From an optimization exercise on the open Yosys and OpenROAD flow, aimed at small area, a short achievable clock period and few clock cycles per item; shortcuts taken in it are not production practice.
Only simulation tests tie the RTL to the original design; equivalence was not proved.

[constraint.sdc]
create_clock -name core_clock -period 33.0 [get_ports {clk}]
set_input_delay 6.6000 -clock core_clock [delete_from_list [all_inputs] [get_ports {clk}]]
set_output_delay 6.6000 -clock core_clock [all_outputs]
set_load 0.01 [all_outputs]
[design.v]
module interp_add #(
  parameter int N    = 16,
  parameter int ARCH = 1
) (
  input  [N-1:0] a,
  input  [N-1:0] b,
  input          ci,
  output [N-1:0] s,
  output         co
);
  logic [N:0] g0, p0, g, pp;
  always_comb begin
    g0[0] = ci; p0[0] = 1'b0;
    for (int i = 0; i < N; i++) begin
      g0[i+1] = a[i] & b[i];
      p0[i+1] = a[i] ^ b[i];
    end
    g = g0; pp = p0;
    if (ARCH == 0) begin
      for (int i = 1; i <= N; i++) g[i] = g0[i] | (p0[i] & g[i-1]);
    end else if (ARCH == 2) begin
      for (int l = 1; l <= N; l = l * 2) begin
        for (int i = N; i >= l; i--) begin
          g[i]  = g[i] | (pp[i] & g[i-l]);
          pp[i] = pp[i] & pp[i-l];
        end
      end
    end else begin
      for (int l = 1; 2 * l <= N + 1; l = l * 2) begin
        for (int i = 2 * l - 1; i <= N; i += 2 * l) begin
          g[i]  = g[i] | (pp[i] & g[i-l]);
          pp[i] = pp[i] & pp[i-l];
        end
      end
      for (int l = 16; l >= 1; l = l / 2) begin
        for (int i = 3 * l - 1; i <= N; i += 2 * l) begin
          g[i]  = g[i] | (pp[i] & g[i-l]);
          pp[i] = pp[i] & pp[i-l];
        end
      end
    end
  end
  for (genvar i = 0; i < N; i++) begin : sum
    assign s[i] = p0[i+1] ^ g[i];
  end
  assign co = g[N];
endmodule
module interpolate_cal #(
  parameter  int unsigned HALF_SIZE = 16,
  parameter  int unsigned DATA_SIZE = 16
) (
  input clk,
  input rstn,
  input en,
  input [0:7][DATA_SIZE-1:0] feat,
  input [0:8][DATA_SIZE-1:0] x,  
  input [0:8][DATA_SIZE-1:0] y,
  input [0:8][DATA_SIZE-1:0] z,
  output logic [DATA_SIZE-1:0] interpolated_feat,
  output logic done
);
localparam int W = DATA_SIZE;
logic         busy;         
logic [3:0]   op;           
logic [1:0]   cnt;          
logic         first;        
logic [W-1:0] r;            
logic [W-1:0] d;            
logic         p_valid;      
logic [3:0]   p_nib;        
logic [W-1:0] p, m, a, b;
logic [3:0] d_top;
always_comb begin
  case (cnt)
    2'd1:    d_top = d[11:8];
    2'd2:    d_top = d[7:4];
    default: d_top = d[3:0];
  endcase
end
wire skip = first && (cnt != 2'd0) && (r[15:12] < d_top);
wire [1:0] left = cnt - {1'b0, skip};
logic [W-1:0] dv;
always_comb begin
  case (left)
    2'd0: dv = d;
    2'd1: dv = d << 4;
    2'd2: dv = d << 8;
    default: dv = d << 12;
  endcase
end
wire idle   = !busy && !p_valid;
wire start  = idle && en;
wire last   = busy && (left == 2'd0);
wire load   = start || (last && op != 4'd10);
wire [3:0] lop = busy ? op + 4'd1 : 4'd1;    
logic [W-1:0] d_a, d_b, n_a, n_b;
always_comb begin
  d_a = x[1]; d_b = x[0];
  case (lop)
    4'd1:  begin d_a = x[1]; d_b = x[0]; end
    4'd2:  begin d_a = y[2]; d_b = y[0]; end
    4'd3:  begin d_a = x[3]; d_b = x[2]; end
    4'd4:  begin d_a = y[2]; d_b = y[0]; end
    4'd5:  begin d_a = z[4]; d_b = z[0]; end
    4'd6:  begin d_a = x[5]; d_b = x[4]; end
    4'd7:  begin d_a = y[6]; d_b = y[4]; end
    4'd8:  begin d_a = x[7]; d_b = x[6]; end
    4'd9:  begin d_a = y[6]; d_b = y[4]; end
    4'd10: begin d_a = z[4]; d_b = z[0]; end
    default: ;
  endcase
  case (lop)
    4'd2, 4'd7: n_a = y[8];
    4'd5:       n_a = z[8];
    4'd4, 4'd9, 4'd10: n_a = d_a;
    default:    n_a = x[8];
  endcase
  case (lop)
    4'd4, 4'd9: n_b = y[8];
    4'd10:      n_b = z[8];
    default:    n_b = d_b;
  endcase
end
wire [W-1:0] n_new, d_new;
interp_add #(W, 1) u_nsub (.a(n_a), .b(~n_b), .ci(1'b1), .s(n_new), .co());
interp_add #(W, 1) u_dsub (.a(d_a), .b(~d_b), .ci(1'b1), .s(d_new), .co());
wire [1:0] k_new = (d_new[15:12] != 4'd0) ? 2'd0 :
                   (d_new[11:8]  != 4'd0) ? 2'd1 :
                   (d_new[7:4]   != 4'd0) ? 2'd2 : 2'd3;
logic [W-1:0] rs [0:4];
logic [3:0]   nib;
assign rs[0] = r;
for (genvar j = 0; j < 4; j++) begin : step
  localparam int S = 3 - j;
  wire [W-1:0] dsh  = dv << S;
  wire         fits = (S == 0) ? 1'b1 : ~|dv[W-1 -: (S == 0 ? 1 : S)];
  wire [W-1:0] diff;
  wire         nb;
  interp_add #(W, 2) u_sub (.a(rs[j]), .b(~dsh), .ci(1'b1), .s(diff), .co(nb));
  assign nib[S]  = nb & fits;
  assign rs[j+1] = nib[S] ? diff : rs[j];
end
always_ff @(posedge clk) begin
  if (!rstn) begin
    busy  <= 1'b0;
    op    <= 4'd1;
  end else if (load) begin
    busy  <= 1'b1;
    op    <= lop;
  end else if (last) begin
    busy  <= 1'b0;
  end
end
always_ff @(posedge clk) begin
  first <= load;
  if (load) begin
    r   <= n_new;
    d   <= d_new;
    cnt <= k_new;
  end else begin
    r   <= rs[4];
    cnt <= left - 2'd1;
  end
end
always_ff @(posedge clk) begin
  if (!rstn) begin
    p_valid <= 1'b0;
    done    <= 1'b0;
  end else begin
    p_valid <= busy;
    done    <= p_valid && !busy;
  end
  p_nib   <= nib;
end
wire x_op  = (op == 4'd1) || (op == 4'd3) || (op == 4'd6) || (op == 4'd8);
wire [W-1:0] f_a = (op == 4'd1) ? feat[0] : (op == 4'd3) ? feat[2] :
                   (op == 4'd6) ? feat[4] : feat[6];
wire [W-1:0] f_b = (op == 4'd1) ? feat[1] : (op == 4'd3) ? feat[3] :
                   (op == 4'd6) ? feat[5] : feat[7];
wire [W-1:0] f_sum;
interp_add #(W, 1) u_fadd (.a(f_a), .b(f_b), .ci(1'b0), .s(f_sum), .co());
wire p_fin  = first || !busy;                               
wire add_a  = first && (op == 4'd5 || op == 4'd10);         
wire add_b  = !busy;                                        
wire [W-1:0] addend = add_a ? a : add_b ? b : '0;
wire [W-1:0] t0 = addend;
wire [W-1:0] t1 = p << 4;
wire [W-1:0] t2 = p_nib[3] ? (m << 3) : '0;
wire [W-1:0] t3 = p_nib[2] ? (m << 2) : '0;
wire [W-1:0] t4 = p_nib[1] ? (m << 1) : '0;
wire [W-1:0] t5 = p_nib[0] ? m : '0;
wire [W-1:0] s1 = t0 ^ t1 ^ t2;
wire [W-1:0] c1 = ((t0 & t1) | (t0 & t2) | (t1 & t2)) << 1;
wire [W-1:0] s2 = t3 ^ t4 ^ t5;
wire [W-1:0] c2 = ((t3 & t4) | (t3 & t5) | (t4 & t5)) << 1;
wire [W-1:0] s3 = s1 ^ c1 ^ s2;
wire [W-1:0] c3 = ((s1 & c1) | (s1 & s2) | (c1 & s2)) << 1;
wire [W-1:0] s4 = s3 ^ c3 ^ c2;
wire [W-1:0] c4 = ((s3 & c3) | (s3 & c2) | (c3 & c2)) << 1;
wire [W-1:0] p_new;
interp_add #(W, 0) u_pcpa (.a(s4), .b(c4), .ci(1'b0), .s(p_new), .co());
always_ff @(posedge clk) begin
  if (start)
    p <= '0;
  else if (p_valid)
    p <= (p_fin && busy) ? '0 : p_new;
  if (busy && first)
    m <= x_op ? f_sum : p_new;
  if (p_valid && first && (op == 4'd3 || op == 4'd8)) a <= p_new;   
  if (p_valid && first && op == 4'd6) b <= p_new;                    
end
assign interpolated_feat = p;
endmodule
module interp_top #(
  parameter  int unsigned W = 16
) (
  input              clk,
  input              rstn,
  input              en,
  input  [8*W-1:0]   feat,
  input  [9*W-1:0]   x,
  input  [9*W-1:0]   y,
  input  [9*W-1:0]   z,
  output [W-1:0]     interpolated_feat,
  output             done
);
logic [0:7][W-1:0] feat_arr;
logic [0:8][W-1:0] x_arr, y_arr, z_arr;
genvar g;
generate
  for (g = 0; g < 8; g = g + 1) begin : feat_unpack
    assign feat_arr[g] = feat[g*W +: W];
  end
  for (g = 0; g < 9; g = g + 1) begin : xyz_unpack
    assign x_arr[g] = x[g*W +: W];
    assign y_arr[g] = y[g*W +: W];
    assign z_arr[g] = z[g*W +: W];
  end
endgenerate
interpolate_cal #(
  .DATA_SIZE(W)
) INTERP (
  .clk               (clk),
  .rstn              (rstn),
  .en                (en),
  .feat              (feat_arr),
  .x                 (x_arr),
  .y                 (y_arr),
  .z                 (z_arr),
  .interpolated_feat (interpolated_feat),
  .done              (done)
);
endmodule
[flow/run.sh]
#!/bin/bash
set -euo pipefail
export BUFFER_PORTS_ARGS="-buffer_cell sky130_fd_sc_hd__buf_1"
export SETUP_SLACK_MARGIN=22
bash standard.sh > standard_flow.log 2>&1
[standard.sh]
#!/bin/bash
# synth_recipe.tcl (not shown) runs the flow's synth.tcl, then flattens the netlist and writes it again
# the make line also repeats each setting of config.mk as NAME=value (left out here)
make -C /OpenROAD-flow-scripts/flow DESIGN_CONFIG=/design/flow/config.mk WORK_HOME=/design/flow/orfs CLKGATE_MAP_FILE= SYNTH_SCRIPT=/design/flow/synth_recipe.tcl "${@:-finish}"
[config.mk]
export PLATFORM = sky130hd
export DESIGN_NAME = interp_top
export DESIGN_NICKNAME = interp_top
export VERILOG_FILES = /design/flow/design.v
export SDC_FILE = /design/flow/constraint.sdc
export NUM_CORES = 4
export LEC_CHECK = 0
export CAP_MARGIN = 20
export CORE_MARGIN = 2
export CORE_UTILIZATION = 40
export PLACE_DENSITY = 0.6
export SLEW_MARGIN = 20
==> impl_metrics.yaml, run 1 <==
yosys:
  postSynthAreaPerCell_um2: 8.46
  synthesis.area_um2: 14700
  seq_area_frac_synth: 0.194
  yosysUniqueCellTypes: 88
  synthFlopType: "edfxtp_1"
  synth_top_area_cell: "edfxtp_1"
  synth_area_leaders: "edfxtp_1 (13%), fa_1 (11%), ha_1 (11%)"
  synthArstFlopShare: 0
  synth_edf_count: 65
  synthesis.instances: 1739
  ys_warn_count: 6
  synth_top_area_share: 0.133
  synth_fp_nets: 2510
  ys_ff_latch: 110
floorplanning:
  dieHeight_um: 196
  core_um2: 36400
  rows: 70
  ioPinCount: 580
  start_util: 0.404
  die_w_um: 196
  die-area_um2: 38300
detailed_routing:
  vias: 15168
  vias_per_cell: 5.80
  ant_nets: 0
  drcViolationCount: 0
  drt_iter0_drc: 1454
  wl_per_cell_um: 22.5
  wl_um: 58800
  drtPass1Iterations: 10
placed_design:
  port_buffers: 419
  hpwlAfterDp_um: 48100
  gp_congestion: 0.987
timing:
  holdWs_ns: 0.486
  slew_violations: 0
  fin_crit_ns: 10.72
  skew_ns: 0.0141
  relSlewSlack: 0.295
  tightest_slew_ns: 1.05
  setup_violations: 0
  rsz0062_at_grt: "no"
  fin_crit_sh: 0.325
  max_freq_mhz: 93.3
  final.setup.tns_ns: 0
  hold_violations: 0
cts:
  htreeDepth: 3
  cts_tree: "built"
  cts-buffers-inserted: 9
  clockBufferDepth: 2
  clk_latency_ns: 0.37
  cts_root_buf: "clkbuf_16"
  clock_sinks: 110
  postCtsHoldBufs: 0
  path_clk_slew_ns: 0.08
worst_setup_path:
  critical_path_class: "reg -> reg"
  reg2reg_setup_slack_ns: 22.28
  cp_slowest_cell: "a2111oi_4"
  cp.depth: 54
  crit_top_cell: "ha_4"
  worstSetupStartpointType: "flip-flop"
  critical_path_buf_inv_count: 8
  cp_slowest_stage_delay_ns: 0.47
  path_delay_family: "compound AO/OA/AOI/OAI gates"
  cp.arrival_ns: 10.96
  critPathCaptureType: "flip-flop"
  crit_required_ns: 33.25
  reg2reg_depth: 54
  worst-path-max-fanout: 9
global_route:
  grt_max_degree: 65
  grt_pass1_vias: 13989
  overflow: 0
  track_usage: 0.295
  antenna_found_initial: 8
  grt_pass1_wl_um: 85400
layout:
  nNetsFinal: 2906
  drive_above_1_share: 0.111
  synthToLayoutAreaGrowth_pct: 21.9
  final_cell_mix: "buf_1 (419), nor2_1 (132), inv_1 (126)"
  final_common_cell: "buf_1"
min_path:
  worstHoldPathCells: 2
  hp-class: "reg -> reg"
flow_run:
  max_cap_viol_count: 0
run_status:
  status: "timing/DRC/antenna clean"
==> final timing paths <==
kind	start	end
max	INTERP.cnt[1]	INTERP.r[5]
min	INTERP.p[14]	INTERP.p[14]
max reg2reg	INTERP.cnt[1]	INTERP.r[5]
min reg2reg	INTERP.p[14]	INTERP.p[14]
==> sequential cells by signal (all words and copies together) (netlist names), 2 cells and up <==
name          count
INTERP.a         16
INTERP.b         16
INTERP.cnt        2
INTERP.d         16
INTERP.m         16
INTERP.op         4
INTERP.p         16
INTERP.p_nib      4
INTERP.r         16
==> timing repair <==
action,in CTS,in global routing
setup buffers,18,25
cloned,1,0
setup endpoints to repair,18,18
pin swaps,19,43
endpoints found under the hold margin,0,0
gates resized for setup,34,87
==> layout make-up <==
| cell class | count | area [um^2] |
|---|---|---|
| Tap cell | 468 | 586 |
| Sequential cell | 110 | 2860 |
| Antenna cell | 6 | 15.0 |
| Timing Repair Buffer | 482 | 2060 |
| Clock buffer | 10 | 229 |
| Fill cell | 3662 | 18500 |
| Multi-Input combinational cell | 1399 | 11600 |
| Inverter | 133 | 522 |
| Clock inverter | 6 | 55.1 |
==> synthesized netlist by cell type (all sizes together) (6+ instances only) <==
library cell / n
nor2: 139
inv: 132
ha: 127
nand2: 125
o21ai: 122
a21oi: 95
fa: 81
clkbuf: 71
edfxtp: 65
and2: 63
xnor2: 58
mux2i: 46
a22oi: 45
dfxtp: 45
a221oi: 42
nand3: 42
a22o: 34
mux2: 31
nand2b: 29
nor3: 28
a31oi: 27
buf: 27
o21a: 26
nor2b: 25
a222oi: 24
xor2: 24
a21o: 17
or2: 13
a211oi: 10
nor3b: 9
and3: 8
o211ai: 8
or3: 7
a21boi: 6
a31o: 6
==> per-layer routing <==
| layer | global-route usage | vias up | wire length, um |
|---|---|---|---|
| li1 | - | 7126 | - |
| met1 | 0.421 | 7424 | 26500 |
| met2 | 0.480 | 560 | 27700 |
| met3 | 0.0383 | 54 | 3680 |
| met4 | 0.0600 | 4 | 942 |
| met5 | 0 | - | 26 |
==> worst reg2reg max path, delay by kind of cell (launching register included) <==
kind	cells	cell delay [ns]
xor+xnor	1	0.19
flops	1	0.41
mux	3	0.95
compound gates	23	4.46
simple gates	11	2.06
fa+ha+maj	8	1.64
buf+inv	8	0.86
==> cell families (layout without fill, tap and decap cells) <==
logic type | Yosys count | count (layout) | share of synthesized area
other | 0 | 6 | 0
buffers and inverters | 231 | 631 | 0.0618
xor gates and xnor gates | 82 | 82 | 0.0488
muxes | 77 | 77 | 0.0568
AOI/OAI and AO/OA | 524 | 525 | 0.251
and+or+nand+nor | 507 | 507 | 0.170
adders and majority gates | 208 | 208 | 0.218
DFF | 110 | 110 | 0.194
==> through the flow <==
step	area, um^2	utilization	worst slack [ns]	instances
after global routing	17900	0.492	21.86	2613
after global placement	16700	0.458	19.88	2548
final	17900	0.492	22.28	2614
after floorplan	14700	-	22.02	1739
after detailed placement	16700	0.458	19.81	2548
after CTS	17300	0.475	22.01	2583
Testbench counts, summed over its fixed seeds: cycles 56,492, items 2,400.
==> run 2, diff against run 1 <==
==> flow/run.sh (replaced) <==
#!/bin/bash
set -euo pipefail
export BUFFER_PORTS_ARGS="-buffer_cell sky130_fd_sc_hd__buf_1"
export SETUP_SLACK_MARGIN=21.5
bash standard.sh > standard_flow.log 2>&1
==> impl_metrics.yaml, run 2 <==
cts:
  cts_tree: "built"
  path_clk_slew_ns: 0.09
  htreeDepth: 3
  cts-buffers-inserted: 9
  clock_sinks: 110
  cts_root_buf: "clkbuf_16"
  clockBufferDepth: 2
  clk_latency_ns: 0.37
yosys:
  synth_top_area_share: 0.133
  synth_fp_nets: 2510
  synth_area_leaders: "edfxtp_1 (13%), fa_1 (11%), ha_1 (11%)"
  yosysUniqueCellTypes: 88
  synthArstFlopShare: 0
  synth_top_area_cell: "edfxtp_1"
  postSynthAreaPerCell_um2: 8.46
  synthesis.instances: 1739
  ys_ff_latch: 110
  synthesis.area_um2: 14700
  synth_most_common_cell: "nor2_1"
  synthTopCellsByCount: "nor2_1 (139), inv_1 (130), ha_1 (127), nand2_1 (124), o21ai_0 (121)"
  seq_area_frac_synth: 0.194
  ys_warn_count: 6
  synth_edf_count: 65
  synthFlopType: "edfxtp_1"
detailed_routing:
  drcViolationCount: 0
  wl_per_cell_um: 23.0
  drtPass1Iterations: 9
  vias_per_cell: 5.81
  drt_iter0_drc: 1345
  ant_nets: 0
  vias: 15073
  wl_um: 59700
floorplanning:
  ioPinCount: 580
  start_util: 0.404
  rows: 70
  die_w_um: 196
  core_um2: 36400
  dieHeight_um: 196
  die-area_um2: 38300
layout:
  fill_cells: 3631
  synthToLayoutAreaGrowth_pct: 18.9
  final_cell_mix: "buf_1 (419), nor2_1 (135), inv_1 (129)"
  nNetsFinal: 2885
  drive_above_1_share: 0.0868
  fin_cells: 2596
  final_common_cell: "buf_1"
timing:
  slew_violations: 0
  skew_ns: 0.0152
  max_freq_mhz: 90.7
  fin_crit_ns: 11.02
  setup_violations: 0
  fin_crit_sh: 0.334
  holdWs_ns: 0.476
  hold_violations: 0
  rsz0062_at_grt: "no"
  final.setup.tns_ns: 0
  tightest_slew_ns: 1.07
  relSlewSlack: 0.284
worst_setup_path:
  worstSetupStartpointType: "flip-flop"
  critPathCaptureType: "flip-flop"
  cp-endpoint: "INTERP.r[5]"
  reg2reg_setup_slack_ns: 21.98
  cp.arrival_ns: 11.26
  cp_slowest_stage_delay_ns: 0.43
  regToRegEndpoint: "INTERP.r[5]"
  reg2reg_depth: 49
  r2r-start: "INTERP.cnt[1]"
  critPathLaunch: "INTERP.cnt[1]"
  critical_path_class: "reg -> reg"
  cp_slowest_cell: "ha_4"
  crit_top_cell: "ha_1"
  worst-path-max-fanout: 13
  crit_required_ns: 33.24
min_path:
  hp-class: "reg -> reg"
  worstHoldPathCells: 2
run_status:
  status: "timing/DRC/antenna clean"
global_route:
  met1_usage: 0.428
  track_usage: 0.302
  grt_max_degree: 64
  overflow: 0
  grt_util_met2: 0.501
  antenna_found_initial: 8
  grt_pass1_vias: 14395
  grt_pass1_wl_um: 87500
  top_usage_layer: "met2"
  use_met3: 0.0268
placed_design:
  gp_congestion: 1.00
  hpwlAfterDp_um: 49400
  port_buffers: 419
  placed_cells: 2549
flow_run:
  max_cap_viol_count: 0
==> run 2: worst min-delay path by stage <==
| stage | startpoint | slack, ns | endpoint |
|---|---|---|---|
| final | INTERP.p[15] | 0.48 | INTERP.p[15] |
| after global routing | INTERP.p[15] | 0.52 | INTERP.p[15] |
| after CTS | INTERP.p[15] | 0.48 | INTERP.p[15] |
| after detailed placement | INTERP.p[15] | 0.47 | INTERP.p[15] |
| after global placement | INTERP.p[15] | 0.46 | INTERP.p[15] |
| after floorplan | INTERP.p[14] | 0.49 | INTERP.p[14] |
==> run 2: cells by family (layout without fill, tap and decap cells) <==
kind of cell    Yosys count  count (layout)  share of synthesized area
compound gates          524             525                      0.251
fa+ha+maj               208             208                      0.218
xor+xnor                 82              82                     0.0488
buf+inv                 231             610                     0.0618
simple gates            507             507                      0.170
other cells               0               9                          0
mux                      77              77                     0.0568
flops                   110             110                      0.194
==> run 2: what timing repair did <==
action / 4_1_cts / 5_1_grt
setup buffers: 12 / 9
cloned: 1 / 0
hold buffers: 0 / 0
gates resized for setup: 16 / 37
pin swaps: 10 / 19
setup endpoints to repair: 18 / 18
endpoints found under the hold margin: 0 / 0
==> run 2: routing by layer <==
| layer | vias to the layer above | wire length (um) | part of all wire |
|---|---|---|---|
| met3 | 54 | 3320 | 0.056 |
| met1 | 7359 | 26900 | 0.45 |
| li1 | 7082 | - | - |
| met5 | - | 0 | 0 |
| met4 | 0 | 1300 | 0.022 |
| met2 | 578 | 28100 | 0.47 |
==> run 2: area by class of cell <==
class                   instances  area (um^2)  share of cell area
clock inverters                 6         65.1             0.00372
repair buffers                461         1890               0.108
well taps                     468          586              0.0335
inverters                     133          504              0.0289
multi-input cells            1399        11300               0.648
flip-flops and latches        110         2850               0.163
diodes                          9         22.5             0.00129
clock buffers                  10          239              0.0137
==> run 2: worst max-delay path: cells and delay by family (launching register included) <==
family | cells | cell delay [ns]
buf+inv | 7 | 0.87
fa+ha+maj | 8 | 2.45
flops | 1 | 0.37
mux | 3 | 0.96
simple gates | 9 | 1.93
compound gates | 22 | 4.30
==> run 2: stage by stage <==
step / area, um^2 / worst slack, ns / utilization
floorplan: 14700 / 21.57 / -
global placement: 16700 / 19.78 / 0.458
detailed placement: 16700 / 19.66 / 0.458
CTS: 17200 / 21.53 / 0.471
global route: 17500 / 21.45 / 0.480
finish: 17500 / 21.98 / 0.480
==> run 3, diff against run 2 <==
==> flow/run.sh (replaced) <==
#!/bin/bash
set -euo pipefail
export BUFFER_PORTS_ARGS="-buffer_cell sky130_fd_sc_hd__buf_1"
export SETUP_SLACK_MARGIN=22.5
bash standard.sh > standard_flow.log 2>&1
==> impl_metrics.yaml, run 3 <==
detailed_routing:
  vias_per_cell: 5.77
  wl_um: 59300
  wl_per_cell_um: 22.5
  vias: 15232
  drtPass1Iterations: 10
  drt_iter0_drc: 1433
  ant_nets: 0
  drcViolationCount: 0
worst_setup_path:
  critPathCaptureType: "flip-flop"
  r2r-start: "INTERP.cnt[0]"
  reg2reg_depth: 51
  reg2reg_setup_slack_ns: 22.57
  cp.arrival_ns: 10.69
  worstSetupStartpointType: "flip-flop"
  critical_path_class: "reg -> reg"
  crit_required_ns: 33.26
  cp_slowest_cell: "a2111oi_4"
  regToRegEndpoint: "INTERP.r[5]"
  cp_slowest_stage_delay_ns: 0.41
  worst-path-max-fanout: 8
floorplanning:
  die-area_um2: 38300
  start_util: 0.404
  core_um2: 36400
  die_w_um: 196
  ioPinCount: 580
  rows: 70
  dieHeight_um: 196
placed_design:
  hpwlAfterDp_um: 47800
  placed_area_um2: 16800
  port_buffers: 419
  gp_congestion: 0.982
  placed_cells: 2547
cts:
  cts-buffers-inserted: 9
  htreeDepth: 3
  clock_sinks: 110
  cts_tree: "built"
  cts_root_buf: "clkbuf_16"
  postCtsHoldBufs: 0
  clk_latency_ns: 0.37
  path_clk_slew_ns: 0.08
  clockBufferDepth: 2
layout:
  fin_util: 0.502
  final_common_cell: "buf_1"
  fin_area_um2: 18300
  fin_cells: 2638
  nNetsFinal: 2920
  drive_above_1_share: 0.126
  final_cell_mix: "buf_1 (419), nor2_1 (130), inv_1 (126)"
  synthToLayoutAreaGrowth_pct: 24.5
global_route:
  grt_max_degree: 66
  top_usage_layer: "met2"
  track_usage: 0.298
  grt_pass1_vias: 14343
  grt_pass1_wl_um: 85900
  use_met3: 0.0603
  met1_usage: 0.401
  overflow: 0
  grt_util_met2: 0.478
  antenna_found_initial: 18
min_path:
  min-delay-start: "INTERP.p[15]"
  min_to: "INTERP.p[15]"
  hp-class: "reg -> reg"
  worstHoldPathCells: 2
yosys:
  ys_warn_count: 6
  postSynthAreaPerCell_um2: 8.46
  synthFlopType: "edfxtp_1"
  synthArstFlopShare: 0
  ys_ff_latch: 110
  synthesis.area_um2: 14700
  synth_edf_count: 65
  yosysUniqueCellTypes: 88
  seq_area_frac_synth: 0.194
  synth_top_area_cell: "edfxtp_1"
  synthTopCellsByCount: "nor2_1 (139), inv_1 (130), ha_1 (127), nand2_1 (124), o21ai_0 (121)"
  synthesis.instances: 1739
  synth_fp_nets: 2510
  synth_most_common_cell: "nor2_1"
  synth_top_area_share: 0.133
  synth_area_leaders: "edfxtp_1 (13%), fa_1 (11%), ha_1 (11%)"
timing:
  relSlewSlack: 0.288
  skew_ns: 0.0165
  slew_violations: 0
  fin_crit_ns: 10.43
  rsz0062_at_grt: "yes"
  fin_crit_sh: 0.316
  max_freq_mhz: 95.9
  tightest_slew_ns: 1.07
  hold_violations: 0
  setup_violations: 0
  final.setup.tns_ns: 0
flow_run:
  max_cap_viol_count: 0
run_status:
  status: "timing/DRC/antenna clean"
==> run 3: area by class of cell <==
cell class	instances	area, um^2
fill	3573	18100
multi-input combinational	1400	11800
sequential	110	2860
timing repair buffer	495	2200
tap	468	586
inverter	133	527
clock buffer	10	239
clock inverter	6	53.8
antenna	16	40.0
==> run 3: worst max path at each step <==
stage | from | to | depth (start not counted)
2_1_floorplan | INTERP.cnt[0] | INTERP.r[5] | 58
3_3_place_gp | INTERP.cnt[0] | INTERP.r[13] | 50
3_5_place_dp | INTERP.cnt[0] | INTERP.r[13] | 50
4_1_cts | INTERP.cnt[0] | INTERP.r[5] | 52
5_1_grt | INTERP.cnt[0] | INTERP.r[13] | 55
6_report | INTERP.cnt[0] | INTERP.r[5] | 51
==> run 3: cells by family (layout without fill, tap and decap cells) <==
group	count (synthesis)	after routing	share of synthesized area
multiplexers	77	77	0.0568
adder cells (fa/ha/maj)	208	208	0.218
other	0	16	0
flip-flops	110	110	0.194
buffers and inverters	231	644	0.0618
AND/OR/NAND/NOR	507	507	0.170
XOR/XNOR	82	82	0.0488
AO/OA/AOI/OAI	524	526	0.251
==> run 3: per-layer routing <==
metal  vias to the layer above  routed length [um]
met5                         -                 149
met4                         6                1650
met3                        75                4400
met2                       611               27800
met1                      7374               25300
li1                       7166                   -
==> run 3: per-stage QoR <==
stage | hold WS [ns] | setup WS (ns)
after global placement | 0.458 | 20.25
after CTS | 0.473 | 22.50
after global routing | 0.500 | 22.13
after detailed placement | 0.460 | 20.01
after floorplan | 0.490 | 22.53
final | 0.476 | 22.57
==> run 3: what timing repair did <==
action | 4_1_cts | 5_1_grt
cloned | 2 | 0
setup buffers | 38 | 18
pin swaps | 34 | 43
setup endpoints to repair | 18 | 19
gates resized for setup | 75 | 57
==> run 3: critical path: cells and delay by family, from the launching register on <==
family / cells / cell delay, ns
mux: 3 / 1.02
flops: 1 / 0.39
buf+inv: 5 / 0.40
compound gates: 25 / 4.80
simple gates: 9 / 1.77
fa+ha+maj: 8 / 1.82
xor+xnor: 1 / 0.09

-- port drivers added, routing unchanged --
The flow's constraints put no driver on any port. The routed layouts listed below were extracted and timed again, unchanged, in two steps.
Step 1 sets driving cells, clkbuf_16 on the clock port and buf_2 on the other inputs (assumed; they add their load-dependent delay and slew).
Step 2 moves the port delays by t, midway between the first and last clock arrival at a register: inputs arrive t later, outputs are due t later. That takes back most of the time a late clock gives input paths.
Slacks: ideal / step 1 / step 2; pairs: ideal / step 1.
run	t (ns)	slack for setup (ns)	hold slack, ns	worst register clock-pin slew, ns	cell pins on the clock port's net
run 1	0.417	22.282 / 22.282 / 22.282	0.486 / 0.486 / 0.486	0.08 / 0.08	1
run 2	0.411	21.980 / 21.980 / 21.980	0.476 / 0.476 / 0.476	0.09 / 0.09	1
run 3	0.411	22.570 / 22.570 / 22.356	0.476 / 0.476 / 0.476	0.08 / 0.08	1
After both steps every run listed still meets setup and hold. For run 3, which loses most, drivers alone change the setup slack by 0.000 ns; drivers and shift together by -0.214 ns.
